This is an optimization exercise on Yosys and OpenROAD, whose aim is a short achievable clock period and few clock cycles, not a production implementation.
The RTL was checked by simulation tests, not by an equivalence proof against the original design.
Power is estimated from default activity; no workload was simulated.

==> design/flow/design.v <==
module riscv_core (
    input  clock,
    input  reset,
    output [31:0] bus_address,
    input  [31:0] bus_read_data,
    output [31:0] bus_write_data,
    output [3:0]  bus_byte_enable,
    output        bus_read_enable,
    output        bus_write_enable,
    input  [31:0] inst,
    output [31:0] pc
);
    localparam [29:0] RESET_PC = 30'h00100000;  
    logic [31:2] pc_f;
    logic        btb_valid [0:31];
    logic [8:0]  btb_tag   [0:31];
    logic [31:2] btb_tgt   [0:31];
    logic [1:0]  btb_ctr   [0:31];
    logic        valid_d;
    logic [31:0] inst_d;
    logic [31:2] pc_d;
    logic        pt_d;        
    logic        ph_d;        
    logic [1:0]  pc_ctr_d;    
    logic [31:2] ptgt_d;      
    logic        valid_x;
    logic [31:0] opa_x, opb_x, sd_x;
    logic        fa_m_x, fa_w_x, fb_m_x, fb_w_x, fs_m_x, fs_w_x;
    logic [31:2] pc_x;
    logic [31:2] pc4_x;
    logic [31:2] pcimm_x;
    logic        pt_x, ph_x;
    logic [1:0]  ctr_x;
    logic [31:2] ptgt_x;
    logic        is_branch_x, is_jal_x, is_jalr_x, is_load_x, is_store_x, is_link_x;
    logic        wr_x;
    logic [4:0]  rd_x;
    logic [2:0]  f3_x;
    logic        op_add_x, op_sll_x, op_srl_x, op_sra_x, op_slt_x, op_sltu_x;
    logic        op_xor_x, op_or_x, op_and_x;
    logic        sub_x;
    logic        c_eq_x, c_ne_x, c_lt_x, c_ge_x, c_ltu_x, c_geu_x;
    logic        valid_m;
    logic [31:0] res_m;
    logic        wr_m;
    logic [4:0]  rd_m;
    logic        re_m, we_m;
    logic [31:0] wdata_m;
    logic [3:0]  be_m;
    logic [2:0]  f3_m;
    logic        jalr_m;
    logic        pt_m;
    logic [31:2] ptgt_m;
    logic [31:2] jtgt_m;
    logic [31:2] pc_m;
    logic [31:0] res_w;
    logic        wr_w;
    logic [4:0]  rd_w;
    logic [31:0] regs [1:31];
    logic        upd_v;
    logic [4:0]  upd_idx;
    logic [8:0]  upd_tag;
    logic [31:2] upd_tgt;
    logic [1:0]  upd_ctr;
    logic        upd_valid;
    assign pc = {pc_f, 2'b00};
    logic [4:0]  f_idx;
    logic        f_hit, f_taken;
    logic [31:2] f_tgt;
    logic [1:0]  f_ctr;
    logic [31:2] pc4_f;
    assign f_idx   = pc_f[6:2];
    assign f_hit   = btb_valid[f_idx] && btb_tag[f_idx] == pc_f[15:7];
    assign f_ctr   = btb_ctr[f_idx];
    assign f_taken = f_hit && f_ctr[1];
    assign f_tgt   = btb_tgt[f_idx];
    assign pc4_f   = pc_f + 30'd1;
    logic [6:0] opcode_d;
    logic [4:0] rd_d, rs1_d, rs2_d;
    logic [2:0] f3_d;
    logic       f7b5_d;
    assign opcode_d = inst_d[6:0];
    assign rd_d     = inst_d[11:7];
    assign f3_d     = inst_d[14:12];
    assign rs1_d    = inst_d[19:15];
    assign rs2_d    = inst_d[24:20];
    assign f7b5_d   = inst_d[30];
    logic is_lui_d, is_auipc_d, is_jal_d, is_jalr_d, is_branch_d, is_load_d;
    logic is_store_d, is_opimm_d, is_op_d;
    assign is_lui_d    = opcode_d == 7'b0110111;
    assign is_auipc_d  = opcode_d == 7'b0010111;
    assign is_jal_d    = opcode_d == 7'b1101111;
    assign is_jalr_d   = opcode_d == 7'b1100111;
    assign is_branch_d = opcode_d == 7'b1100011;
    assign is_load_d   = opcode_d == 7'b0000011;
    assign is_store_d  = opcode_d == 7'b0100011;
    assign is_opimm_d  = opcode_d == 7'b0010011;
    assign is_op_d     = opcode_d == 7'b0110011;
    logic writes_d, uses1_d, uses2_d;
    assign writes_d = (is_lui_d | is_auipc_d | is_jal_d | is_jalr_d | is_load_d |
                       is_opimm_d | is_op_d) && rd_d != 5'd0;
    assign uses1_d  = (is_jalr_d | is_branch_d | is_load_d | is_store_d | is_opimm_d |
                       is_op_d) && rs1_d != 5'd0;
    assign uses2_d  = (is_branch_d | is_store_d | is_op_d) && rs2_d != 5'd0;
    logic [31:0] imm_d;
    always_comb begin
        if (is_store_d)
            imm_d = {{21{inst_d[31]}}, inst_d[30:25], inst_d[11:7]};
        else if (is_branch_d)
            imm_d = {{20{inst_d[31]}}, inst_d[7], inst_d[30:25], inst_d[11:8], 1'b0};
        else if (is_lui_d | is_auipc_d)
            imm_d = {inst_d[31:12], 12'b0};
        else if (is_jal_d)
            imm_d = {{12{inst_d[31]}}, inst_d[19:12], inst_d[20], inst_d[30:21], 1'b0};
        else
            imm_d = {{21{inst_d[31]}}, inst_d[30:20]};
    end
    logic [31:2] pcimm_d;
    assign pcimm_d = pc_d + imm_d[31:2];
    logic [31:0] rf1_d, rf2_d, rs1v_d, rs2v_d;
    assign rf1_d = rs1_d == 5'd0 ? 32'b0 : regs[rs1_d];
    assign rf2_d = rs2_d == 5'd0 ? 32'b0 : regs[rs2_d];
    assign rs1v_d = (wr_w && rd_w == rs1_d) ? res_w : rf1_d;
    assign rs2v_d = (wr_w && rd_w == rs2_d) ? res_w : rf2_d;
    logic hx1, hx2, hm1, hm2;
    assign hx1 = valid_x && wr_x && rd_x == rs1_d;
    assign hx2 = valid_x && wr_x && rd_x == rs2_d;
    assign hm1 = valid_m && wr_m && rd_m == rs1_d;
    assign hm2 = valid_m && wr_m && rd_m == rs2_d;
    logic a_rs1_d, b_rs2_d;
    assign a_rs1_d = is_jalr_d | is_branch_d | is_load_d | is_store_d | is_opimm_d | is_op_d;
    assign b_rs2_d = is_branch_d | is_op_d;
    logic stall_d;
    assign stall_d = valid_d && valid_x && is_load_x && wr_x &&
                     ((uses1_d && rd_x == rs1_d) || (uses2_d && rd_x == rs2_d));
    logic [31:0] a_x, b_x, s_x;
    assign a_x = fa_m_x ? res_m : fa_w_x ? res_w : opa_x;
    assign b_x = fb_m_x ? res_m : fb_w_x ? res_w : opb_x;
    assign s_x = fs_m_x ? res_m : fs_w_x ? res_w : sd_x;
    logic [32:0] sum33_x;
    logic [31:0] sum_x;
    assign sum33_x = {a_x, 1'b1} + {b_x ^ {32{sub_x}}, sub_x};
    assign sum_x   = sum33_x[32:1];
    logic eq_x, ltu_x, lt_x;
    assign eq_x  = a_x == b_x;
    assign ltu_x = a_x < b_x;
    assign lt_x  = (a_x[31] ^ b_x[31]) ? a_x[31] : ltu_x;
    logic [31:0] sll_x, srl_x, sra_x;
    logic [63:0] sra64_x;
    assign sll_x   = a_x << b_x[4:0];
    assign srl_x   = a_x >> b_x[4:0];
    assign sra64_x = {{32{a_x[31]}}, a_x} >> b_x[4:0];
    assign sra_x   = sra64_x[31:0];
    logic [31:0] result_x;
    assign result_x = ({32{op_add_x}}  & sum_x)
                    | ({32{op_sll_x}}  & sll_x)
                    | ({32{op_srl_x}}  & srl_x)
                    | ({32{op_sra_x}}  & sra_x)
                    | ({32{op_slt_x}}  & {31'b0, lt_x})
                    | ({32{op_sltu_x}} & {31'b0, ltu_x})
                    | ({32{op_xor_x}}  & (a_x ^ b_x))
                    | ({32{op_or_x}}   & (a_x | b_x))
                    | ({32{op_and_x}}  & (a_x & b_x))
                    | ({32{is_link_x}} & {pc4_x, 2'b00});
    logic cond_x;
    assign cond_x = (c_eq_x & eq_x) | (c_ne_x & ~eq_x) | (c_lt_x & lt_x) | (c_ge_x & ~lt_x)
                  | (c_ltu_x & ltu_x) | (c_geu_x & ~ltu_x);
    logic redirect_m;
    logic tgt_ok_x, taken_x, mis_x, redirect_x;
    logic [31:2] rtgt_x;
    assign tgt_ok_x   = ptgt_x == pcimm_x;
    assign taken_x    = is_branch_x ? cond_x : is_jal_x;
    assign mis_x      = is_jalr_x ? 1'b0 :
                        taken_x ? !(pt_x && tgt_ok_x) : pt_x;
    assign redirect_x = valid_x && !redirect_m && mis_x;
    assign rtgt_x     = taken_x ? pcimm_x : pc4_x;
    assign redirect_m = jalr_m && !(pt_m && ptgt_m == jtgt_m);
    assign bus_address      = res_m;
    assign bus_read_enable  = re_m;
    assign bus_write_enable = we_m;
    assign bus_write_data   = wdata_m;
    assign bus_byte_enable  = be_m;
    logic [31:0] ld_sh_m, ld_m;
    assign ld_sh_m = bus_read_data >> {res_m[1:0], 3'b000};
    always_comb
        case (f3_m[1:0])
            2'b00:   ld_m = {{24{~f3_m[2] & ld_sh_m[7]}}, ld_sh_m[7:0]};
            2'b01:   ld_m = {{16{~f3_m[2] & ld_sh_m[15]}}, ld_sh_m[15:0]};
            default: ld_m = bus_read_data;
        endcase
    always_ff @(posedge clock or posedge reset)
        if (reset)
            pc_f <= RESET_PC;
        else if (redirect_m)
            pc_f <= jtgt_m;
        else if (redirect_x)
            pc_f <= rtgt_x;
        else if (!stall_d)
            pc_f <= f_taken ? f_tgt : pc4_f;
    always_ff @(posedge clock or posedge reset)
        if (reset) begin
            valid_d <= 1'b0;
            valid_x <= 1'b0;
            valid_m <= 1'b0;
            re_m    <= 1'b0;
            we_m    <= 1'b0;
            wr_m    <= 1'b0;
            jalr_m  <= 1'b0;
            wr_w    <= 1'b0;
            upd_v   <= 1'b0;
        end else begin
            if (redirect_m || redirect_x)
                valid_d <= 1'b0;
            else if (!stall_d)
                valid_d <= 1'b1;
            valid_x <= valid_d && !stall_d && !redirect_m && !redirect_x;
            valid_m <= valid_x && !redirect_m;
            re_m    <= valid_x && !redirect_m && is_load_x;
            we_m    <= valid_x && !redirect_m && is_store_x;
            wr_m    <= valid_x && !redirect_m && wr_x;
            jalr_m  <= valid_x && !redirect_m && is_jalr_x;
            wr_w    <= wr_m;
            if (redirect_m) begin
                upd_v <= 1'b1;
            end else begin
                upd_v <= valid_x && (is_jal_x || (is_branch_x && (cond_x || ph_x)));
            end
        end
    always_ff @(posedge clock)
        if (!stall_d) begin
            inst_d   <= inst;
            pc_d     <= pc_f;
            pt_d     <= f_taken;
            ph_d     <= f_hit;
            pc_ctr_d <= f_ctr;
            ptgt_d   <= f_tgt;
        end
    always_ff @(posedge clock) begin
        opa_x   <= is_lui_d ? 32'b0 : is_auipc_d ? {pc_d, 2'b00} : rs1v_d;
        opb_x   <= b_rs2_d ? rs2v_d : imm_d;
        sd_x    <= rs2v_d;
        fa_m_x  <= a_rs1_d && hx1;
        fa_w_x  <= a_rs1_d && !hx1 && hm1;
        fb_m_x  <= b_rs2_d && hx2;
        fb_w_x  <= b_rs2_d && !hx2 && hm2;
        fs_m_x  <= hx2;
        fs_w_x  <= !hx2 && hm2;
        pc_x    <= pc_d;
        pc4_x   <= pc_d + 30'd1;
        pcimm_x <= pcimm_d;
        pt_x    <= pt_d;
        ph_x    <= ph_d;
        ctr_x   <= pc_ctr_d;
        ptgt_x  <= ptgt_d;
        is_branch_x <= is_branch_d;
        is_jal_x    <= is_jal_d;
        is_jalr_x   <= is_jalr_d;
        is_load_x   <= is_load_d;
        is_store_x  <= is_store_d;
        is_link_x   <= is_jal_d | is_jalr_d;
        wr_x    <= writes_d;
        rd_x    <= rd_d;
        f3_x    <= f3_d;
        sub_x   <= is_op_d && f3_d == 3'b000 && f7b5_d;
        op_add_x  <= !(is_op_d || is_opimm_d) ? !(is_jal_d | is_jalr_d) : f3_d == 3'b000;
        op_sll_x  <= (is_op_d || is_opimm_d) && f3_d == 3'b001;
        op_slt_x  <= (is_op_d || is_opimm_d) && f3_d == 3'b010;
        op_sltu_x <= (is_op_d || is_opimm_d) && f3_d == 3'b011;
        op_xor_x  <= (is_op_d || is_opimm_d) && f3_d == 3'b100;
        op_srl_x  <= (is_op_d || is_opimm_d) && f3_d == 3'b101 && !f7b5_d;
        op_sra_x  <= (is_op_d || is_opimm_d) && f3_d == 3'b101 && f7b5_d;
        op_or_x   <= (is_op_d || is_opimm_d) && f3_d == 3'b110;
        op_and_x  <= (is_op_d || is_opimm_d) && f3_d == 3'b111;
        c_eq_x  <= f3_d == 3'b000;
        c_ne_x  <= f3_d == 3'b001;
        c_lt_x  <= f3_d == 3'b100;
        c_ge_x  <= f3_d == 3'b101;
        c_ltu_x <= f3_d == 3'b110;
        c_geu_x <= f3_d == 3'b111;
    end
    always_ff @(posedge clock) begin
        res_m  <= result_x;
        rd_m   <= rd_x;
        f3_m   <= f3_x;
        pt_m   <= pt_x;
        ptgt_m <= ptgt_x;
        jtgt_m <= sum_x[31:2];
        pc_m   <= pc_x;
        case (f3_x[1:0])
            2'b00:   wdata_m <= {4{s_x[7:0]}};
            2'b01:   wdata_m <= {2{s_x[15:0]}};
            default: wdata_m <= s_x;
        endcase
        case (f3_x[1:0])
            2'b00:   be_m <= 4'b0001 << sum_x[1:0];
            2'b01:   be_m <= sum_x[1] ? 4'b1100 : 4'b0011;
            default: be_m <= 4'b1111;
        endcase
    end
    always_ff @(posedge clock) begin
        res_w <= re_m ? ld_m : res_m;
        rd_w  <= rd_m;
    end
    always_ff @(posedge clock)
        if (wr_w)
            regs[rd_w] <= res_w;
    always_ff @(posedge clock)
        if (redirect_m) begin
            upd_idx   <= pc_m[6:2];
            upd_tag   <= pc_m[15:7];
            upd_tgt   <= jtgt_m;
            upd_ctr   <= 2'b11;
            upd_valid <= 1'b1;
        end else begin
            upd_idx   <= pc_x[6:2];
            upd_tag   <= pc_x[15:7];
            upd_tgt   <= pcimm_x;
            upd_valid <= 1'b1;
            if (is_jal_x)
                upd_ctr <= 2'b11;
            else if (cond_x)
                upd_ctr <= !ph_x ? 2'b10 : (ctr_x == 2'b11 ? 2'b11 : ctr_x + 2'd1);
            else
                upd_ctr <= ctr_x == 2'b00 ? 2'b00 : ctr_x - 2'd1;
        end
    always_ff @(posedge clock or posedge reset)
        if (reset) begin
            for (int i = 0; i < 32; i++) btb_valid[i] <= 1'b0;
        end else if (upd_v) begin
            btb_valid[upd_idx] <= upd_valid;
        end
    always_ff @(posedge clock)
        if (upd_v) begin
            btb_tag[upd_idx] <= upd_tag;
            btb_tgt[upd_idx] <= upd_tgt;
            btb_ctr[upd_idx] <= upd_ctr;
        end
endmodule
==> design/flow/run.sh <==
#!/bin/bash
# synth_recipe.tcl (not shown) runs the flow's synth.tcl, then flattens the netlist and writes it again
# the make line also repeats each setting of config.mk as NAME=value (left out here)
make -C /OpenROAD-flow-scripts/flow DESIGN_CONFIG=/design/flow/config.mk WORK_HOME=/design/flow/orfs CLKGATE_MAP_FILE= SYNTH_SCRIPT=/design/flow/synth_recipe.tcl finish
==> design/flow/config.mk <==
export PLATFORM = sky130hd
export DESIGN_NAME = riscv_core
export DESIGN_NICKNAME = riscv_core
export VERILOG_FILES = /design/flow/design.v
export SDC_FILE = /design/flow/constraint.sdc
export NUM_CORES = 8
export LEC_CHECK = 0
export ABC_CLOCK_PERIOD_IN_PS = 2500
export CAP_MARGIN = 20
export CORE_MARGIN = 2
export CORE_UTILIZATION = 40
export SETUP_SLACK_MARGIN = 5
export SLEW_MARGIN = 20
==> design/flow/constraint.sdc <==
create_clock -name core_clock -period 9.0 [get_ports {clock}]
set_input_delay 1.8000 -clock core_clock [delete_from_list [all_inputs] [get_ports {clock}]]
set_output_delay 1.8000 -clock core_clock [all_outputs]
set_load 0.01 [all_outputs]
==> notes.md <==
io pins=approximately 170; CP max-delay cell=dfxtp_4; Via Count=79000; initial antenna violation count=39; Sink Count=a little under 3000; cells along the critical path=buf_4, mux2_2, mux2i_4, ha_1, nor4_4, nand4_1, buf_4, nor3_4, mux2i_2, nand2_1, o31ai_4, buf_12, o21a_4, buf_12, or3b_4, buf_12, mux2_4; Synth top area share=roughly 56%; RePlAce Congestion=about 1; unrepaired setup endpoints after global routing=true; CORE AREA=approximately 0.32 sq mm; total length of routed wires=between 400000 and 500000 um; Leakage Power=between 0.05 and 0.06 uW; CTS H-tree depth=5; ys flop type=edfxtp_1; Worst EP arrival=between 5000 and 6000 ps; placed cell count=between 10000 and 15000; mapped cell area=between 0.1 and 0.15 sq mm; Slew headroom=roughly 17%; total chip power=between 40000 and 50000 uW; number of synthesized flops with an enable pin=2400; top fanout value on the critical path=25; crit end category=flop; Worst-path clk slew=~70 ps; cell family with most CP delay=simple AND/OR/NAND/NOR gates; crit path launch type=flop; Die H=573 um; layout cells sized above 1=26.1%; peak supply drop=between 0.0002 and 0.0003 V; clk root buf=clkbuf_16; Area contributors post-synth=edfxtp_1, mux4_2, dfxtp_1; R2R Path Start=fa_w_x; CTS tree=built; Post-synth ARST share=under 10%; Avg WL per Cell=35.2 um; critical path type=flop to flop; WHS=~320 ps; Max Clk Rate=slightly above 200 MHz; CP required=~10000 ps; clock latency (worst-skew pair)=just over 900 ps; Final min period=just under 5000 ps; Die X-Extent=~570 um; DR iter-0 viols=between 10000 and 15000; first-pass GRT wire length=a little over 600000 um; Tightest Pin Transition=about 1200 ps; Max clock buf depth=4; outcome=timing/DRC/antenna clean; Yosys cell types=95; # rows=around 210; area grow syn2layout=16.3%; max cap viols=0; Final #Nets=between 8000 and 9000; Setup Viol. Count Final=0; setup_tns=0 ps; final HPWL from detailed placement=roughly 270000 um; register area share after synthesis=between 60% and 70%; Initial Util=between 40% and 50%; flops & latches, synth=between 2000 and 3000; area leader, netlist=edfxtp_1; largest net degree at the start of global routing=126; final hold viol count=0; Slew Limit Fails=0; worst setup path start=fa_w_x; Cell Count, Final, Fillers Out=12700; Power Density=between 200 and 300 mW/mm^2; Syn Area/Cell=~17 sq um; total CTS buffers=318; Via density=about 6.2; ANT nets after route=0; Ys Warns=2; post-route clock period utilization=a little over half; drt first pass iters=8; Filler cells=approximately 27000; Port-buffer cells=165; Hold/Removal Path Class=flop to flop; Clock Skew=between 50 and 60 ps; Buf/Inv on CP=5; Residual DRC=0; Syn Inst Count=about 8000; HP Start=ptgt_d[3]; total global routing overflow=0; most used cell, CP=buf_12; die area=around 0.33 sq mm; gr usage total=26.5%; vias in the first global route=77900; CP max stage delay=460 ps
-- cell usage after synthesis (all sizes together), types with 27 or more instances --
cell,n
o21a,44
buf,202
mux2i,368
edfxtp,2400
and2,41
clkbuf,301
nor3,43
o21ai,228
a21o,81
a211oi,81
or2,40
nor2b,27
nand2,466
nor2,419
o211ai,41
a22oi,56
dfxtp,485
nand2b,51
a21oi,304
nand4,57
xnor2,182
mux4,924
a221oi,46
ha,164
dfrtp,70
o22ai,33
xor2,58
mux2,108
inv,146
nand3,64
-- registers in the layout, summed over array words and instances, names as in the netlist, 32 cells and up, named ones only --
register   cells
opa_x         32
opb_x         32
inst_d        32
res_m         32
regs         992
btb_tgt      960
btb_ctr       64
btb_tag      288
wdata_m       32
res_w         32
sd_x          32
btb_valid     32
-- where the power goes --
part | internal (uW) | switching (uW)
combinational | 4260 | 5940
sequential | 17400 | 2520
clock | 7820 | 5510
total | 29500 | 14000
-- cell type report --
cell class | count | area [sq um] | share of cell area, %
sequential | 2956 | 83700 | 55.6
multi-input combinational | 4239 | 45000 | 29.9
clock buffer | 429 | 8890 | 5.90
tap | 4305 | 5390 | 3.58
timing repair buffer | 495 | 5350 | 3.56
clock inverter | 151 | 1690 | 1.12
inverter | 150 | 568 | 0.377
antenna | 11 | 27.5 | 0.0183
-- layout by cell type, fill, tap and decap left out, types with 189 or more instances in the layout --
cell type	instances
a21oi_1	260
mux2i_1	360
edfxtp_1	2400
clkbuf_16	332
buf_4	229
o21ai_0	189
nor2_1	354
mux4_2	915
nand2_1	462
dfxtp_1	432
-- path summary, 6_finish.rpt --
check / slack (ps) / depth (start not counted) / end
worst max-delay path: 4150 / 17 / pc_f[11]
worst min-delay path: 320 / 0 / ptgt_x[3]
worst max register to register: 4150 / 17 / pc_f[11]
worst min register to register: 320 / 0 / ptgt_x[3]
max in group asynchronous: 6320 / 3 / pc_f[3]
min in group asynchronous: 1460 / 2 / btb_valid[16]
-- layer usage --
metal / wire length [um] / part of all wire, % / track usage (%) / vias to the layer above
met5: 166 / 0.037 / 0 / -
met4: 23000 / 5.1 / 11.7 / 24
met3: 42100 / 9.4 / 5.11 / 886
met2: 207000 / 46 / 41.6 / 4577
met1: 176000 / 39 / 36.1 / 41600
li1: - / - / - / 31900
-- cells by family (layout without fill, tap and decap cells) --
logic type / after synthesis / in the layout / synth area share, %
DFF: 2956 / 2956 / 64.5
and+or+nand+nor: 1305 / 1309 / 4.62
adders and majority gates: 165 / 165 / 1.60
muxes: 1400 / 1400 / 19.9
AOI/OAI and AO/OA: 1122 / 1123 / 5.62
buffers and inverters: 653 / 1225 / 2.14
other: 1 / 13 / 0.00290
xor gates and xnor gates: 240 / 240 / 1.63
-- timing repair --
action	in CTS	in global routing
pin swaps	39	51
cloned	19	3
resized for setup	262	81
hold buffers	0	0
setup buffers	89	37
endpoints found under the setup margin	197	80
-- through the flow --
stage | worst slack [ps] | util (%) | cell area [sq um]
floorplan | 4810 | - | 130000
global placement | 2690 | 42.5 | 137000
detailed placement | 2670 | 42.5 | 137000
CTS | 4270 | 46.6 | 150000
global route | 4130 | 46.8 | 151000
finish | 4150 | 46.8 | 151000
Testbench counts, summed over its fixed seeds: cycles 139,780.

-- what the ideal ports hide --
How much do the figures lean on ideal ports? The routed layout below was timed once more, with nothing changed but the port constraints. Step 1 assumes that a clkbuf_16 drives the clock port and a buf_2 every other input. Step 2 moves the port delays by t, midway between the first and last clock arrival at a register: inputs arrive t later, outputs are due t later. That takes back most of the time a late clock gives input paths. Slacks: ideal / step 1 / step 2; pairs: ideal / step 1.
shift t [ns]: 0.996
slack for setup (ns): 4.153 / 4.153 / 4.153
hold slack, ns: 0.316 / 0.316 / 0.316
worst setup path after step 2: register to register
After both steps this run still meets setup and hold. The setup slack of this run moves by 0.000 ns with the drivers and by 0.000 ns with both steps.
